This is an optimization exercise on Yosys and OpenROAD, whose aim is small area, a short achievable clock period and few clock cycles, not a production implementation.
The RTL was checked by simulation tests, not by an equivalence proof against the original design.

==> 11-11: inputs <==
// fpmult_rtl
module fpmult_rtl #(parameter int P=53, parameter int Q=11)(
    input  logic rst_in_N,
    input  logic clk_in,
    input  logic [P+Q-1:0] x_in,
    input  logic [P+Q-1:0] y_in,
    input  logic [1:0] round_in,
    input  logic start_in,
    output logic [P+Q-1:0] p_out,
    output logic [3:0] oor_out,
    output logic done_out
);
==> module fpm_add_lo, before the edit <==
module fpm_add_lo (
    input  logic [52:0] a,
    input  logic [52:0] b,
    output logic [52:0] s,
    output logic        co
);
    logic [52:0] g [0:6];
    logic [52:0] p [0:6];
    assign g[0] = a & b;
    assign p[0] = a ^ b;
    genvar lv, i;
    generate
        for (lv = 0; lv < 6; lv++) begin : g_lv
            for (i = 0; i < 53; i++) begin : g_i
                if (i >= (1 << lv)) begin : g_op
                    assign g[lv+1][i] = g[lv][i] | (p[lv][i] & g[lv][i - (1 << lv)]);
                    assign p[lv+1][i] = p[lv][i] & p[lv][i - (1 << lv)];
                end else begin : g_pass
                    assign g[lv+1][i] = g[lv][i];
                    assign p[lv+1][i] = p[lv][i];
                end
            end
        end
    endgenerate
    assign s[0] = p[0][0];
    assign s[52:1] = p[0][52:1] ^ g[6][51:0];
    assign co = g[6][52];
endmodule
==> module fpm_add_hi, before the edit <==
module fpm_add_hi (
    input  logic [52:0] a,
    input  logic [52:0] b,
    input  logic        ci,
    output logic [52:0] s,
    output logic [52:0] s1,
    output logic        ones53,   
    output logic        ones52    
);
    logic [52:0] hs, hc;
    assign hs = a ^ b;
    assign hc = {a[51:0] & b[51:0], 1'b0};
    logic [52:0] z1, z2;
    assign z1[0] = ~hs[0];
    assign z2[0] = hs[0];
    assign z1[52:1] = (hs[52:1] ^ hc[52:1]) ^ (hs[51:0] | hc[51:0]);
    assign z2[1]    = (hs[1] ^ hc[1]) ^ 1'b1;
    assign z2[52:2] = (hs[52:2] ^ hc[52:2]) ^ (hs[51:1] | hc[51:1]);
    assign ones53 = ci ? ~|z2 : ~|z1;
    assign ones52 = ci ? ~|z2[51:0] : ~|z1[51:0];
    logic [52:0] g [0:6];
    logic [52:0] p [0:6];
    assign g[0] = {hs[52:1] & hc[52:1], 1'b0};
    assign p[0] = {hs[52:1] ^ hc[52:1], 1'b1};
    genvar lv, i;
    generate
        for (lv = 0; lv < 6; lv++) begin : g_lv
            for (i = 0; i < 53; i++) begin : g_i
                if (i >= (1 << lv)) begin : g_op
                    assign g[lv+1][i] = g[lv][i] | (p[lv][i] & g[lv][i - (1 << lv)]);
                    assign p[lv+1][i] = p[lv][i] & p[lv][i - (1 << lv)];
                end else begin : g_pass
                    assign g[lv+1][i] = g[lv][i];
                    assign p[lv+1][i] = p[lv][i];
                end
            end
        end
    endgenerate
    logic g0, a0;
    assign g0 = hs[0] & ci;
    assign a0 = hs[0] | ci;
    assign s[0]  = hs[0] ^ ci;
    assign s1[0] = ~(hs[0] ^ ci);
    generate
        for (i = 1; i < 53; i++) begin : g_sum
            assign s[i]  = p[0][i] ^ (g[6][i-1] | (p[6][i-1] & g0));
            assign s1[i] = p[0][i] ^ (g[6][i-1] | (p[6][i-1] & a0));
        end
    endgenerate
endmodule
clock: 11.0 ns
lec_check: 0
abc_area: 1
cap_margin: 20
core_margin: 2
core_utilization: 40
place_density: 0.6
setup_slack_margin: 3
slew_margin: 20
standard.sh (not shown) runs the stock make flow with config.mk's settings and CLKGATE_MAP_FILE= SYNTH_SCRIPT=/design/flow/synth_recipe.tcl, a recipe that flattens the netlist after the stock synthesis.
==> flow/flow/run.sh <==
#!/bin/bash
# The standard layout (the standard.sh, unchanged synthesis and steps), with
# one difference: the buffers that placement puts on every input and output
# port are sky130_fd_sc_hd__buf_4 instead of the cell the resizer picks by
# itself (a delay cell, clkdlybuf4s50_1).
set -euo pipefail
export BUFFER_PORTS_ARGS="-buffer_cell sky130_fd_sc_hd__buf_4"
bash standard.sh > standard_flow.log 2>&1
==> 09-23: changes against 11-11 <==
--- a/flow/design.v
+++ b/flow/design.v
@@ -224,7 +224,7 @@
         for (lv = 0; lv < 6; lv++) begin : g_lv
             for (i = 0; i < 53; i++) begin : g_i
-                if (i >= (1 << lv)) begin : g_op
-                    assign g[lv+1][i] = g[lv][i] | (p[lv][i] & g[lv][i - (1 << lv)]);
-                    assign p[lv+1][i] = p[lv][i] & p[lv][i - (1 << lv)];
+                if ((i >> lv) & 1) begin : g_op
+                    assign g[lv+1][i] = g[lv][i] | (p[lv][i] & g[lv][((i >> lv) << lv) - 1]);
+                    assign p[lv+1][i] = p[lv][i] & p[lv][((i >> lv) << lv) - 1];
                 end else begin : g_pass
                     assign g[lv+1][i] = g[lv][i];
@@ -266,7 +266,7 @@
         for (lv = 0; lv < 6; lv++) begin : g_lv
             for (i = 0; i < 53; i++) begin : g_i
-                if (i >= (1 << lv)) begin : g_op
-                    assign g[lv+1][i] = g[lv][i] | (p[lv][i] & g[lv][i - (1 << lv)]);
-                    assign p[lv+1][i] = p[lv][i] & p[lv][i - (1 << lv)];
+                if ((i >> lv) & 1) begin : g_op
+                    assign g[lv+1][i] = g[lv][i] | (p[lv][i] & g[lv][((i >> lv) << lv) - 1]);
+                    assign p[lv+1][i] = p[lv][i] & p[lv][((i >> lv) << lv) - 1];
                 end else begin : g_pass
                     assign g[lv+1][i] = g[lv][i];
--- a/flow/config.mk
+++ b/flow/config.mk
@@ -9,6 +9,6 @@
 export CAP_MARGIN = 20
 export CORE_MARGIN = 2
-export CORE_UTILIZATION = 40
-export PLACE_DENSITY = 0.6
-export SETUP_SLACK_MARGIN = 3
+export CORE_UTILIZATION = 55
+export PLACE_DENSITY = 0.7
+export SETUP_SLACK_MARGIN = 4.2
 export SLEW_MARGIN = 20
==> comparison table <==
| quantity | 09-23 | 11-11 |
|---|---|---|
| Row count | 141 | 169 |
| Startpoint of the worst-slack reg-to-reg timing path | S[50] | C[20] |
| Met3 Track Usage GR | 33.4% | 18.0% |
| Clock buf count | 51 | 49 |
| Buffers, non-clock | 696 | 447 |
| Total length of routed wires | 424 mm | 451 mm |
| Final standard cell count with taps included and fillers excluded | 12.0k | 13.7k |
| Met1 routing resource usage after global routing | 63.2% | 50.6% |
| Final critical-path setup slack | 4.02 ns | 2.92 ns |
| Placer congestion estimate | 1.10 | 1.08 |
| Post-layout min period | 6.98 ns | 8.08 ns |
| R2R depth | 29 | 31 |
| Post-route cell area | 93,700 µm² | 91,400 µm² |
| Multi-input combinational area share | 77.1% | 78.6% |
| Sum of routed wire segments on met1 | 141 mm | 168 mm |
| Clock-cell share of area | 1.45% | 1.64% |
| Result of the run | finished clean | finished clean |
| Placeable core region | 147,000 µm² | 212,000 µm² |
| Post-synthesis compound-gate area fraction | 14.8% | 13.5% |
| Most frequent cell after synthesis | sky130_fd_sc_hd__xor2_1 | sky130_fd_sc_hd__nand2_1 |
| Worst Tran Pin Value | 1.25 ns | 1.40 ns |
Testbench counts of 11-11, summed over its fixed seeds: cycles 960.
Testbench counts of 09-23, summed over its fixed seeds: cycles 960.

[re-timing with driven ports]
In the flow no input, the clock included, has a driving cell. The finished layouts below were timed again as built, in two steps.
Step 1 (the two cells are an assumption about what drives the block):
set clk [get_ports {clk_in}]
set_driving_cell -lib_cell sky130_fd_sc_hd__clkbuf_16 $clk
set_driving_cell -lib_cell sky130_fd_sc_hd__buf_2 [delete_from_list [all_inputs] $clk]
Step 2 also shifts input and output timing later by t, the mid clock arrival at the registers, as if the neighbouring blocks saw the same clock.
a / b / c = ideal / step 1 / step 2; a / b = the first two.
run	shift t [ns]	setup slack, ns	hold slack, ns	slew at the worst register clock pin (ns)	worst data-port slew with drivers (ns)
11-11	0.749	2.921 / 2.832 / 2.083	0.449 / 0.449 / 0.449	0.07 / 0.07	0.18
09-23	0.735	4.017 / 4.011 / 3.336	0.597 / 0.597 / 0.597	0.07 / 0.07	0.16
After both steps setup and hold are still met in every run listed. The setup slack of 11-11, which loses most, moves by -0.089 ns with the drivers and by -0.838 ns with both steps.
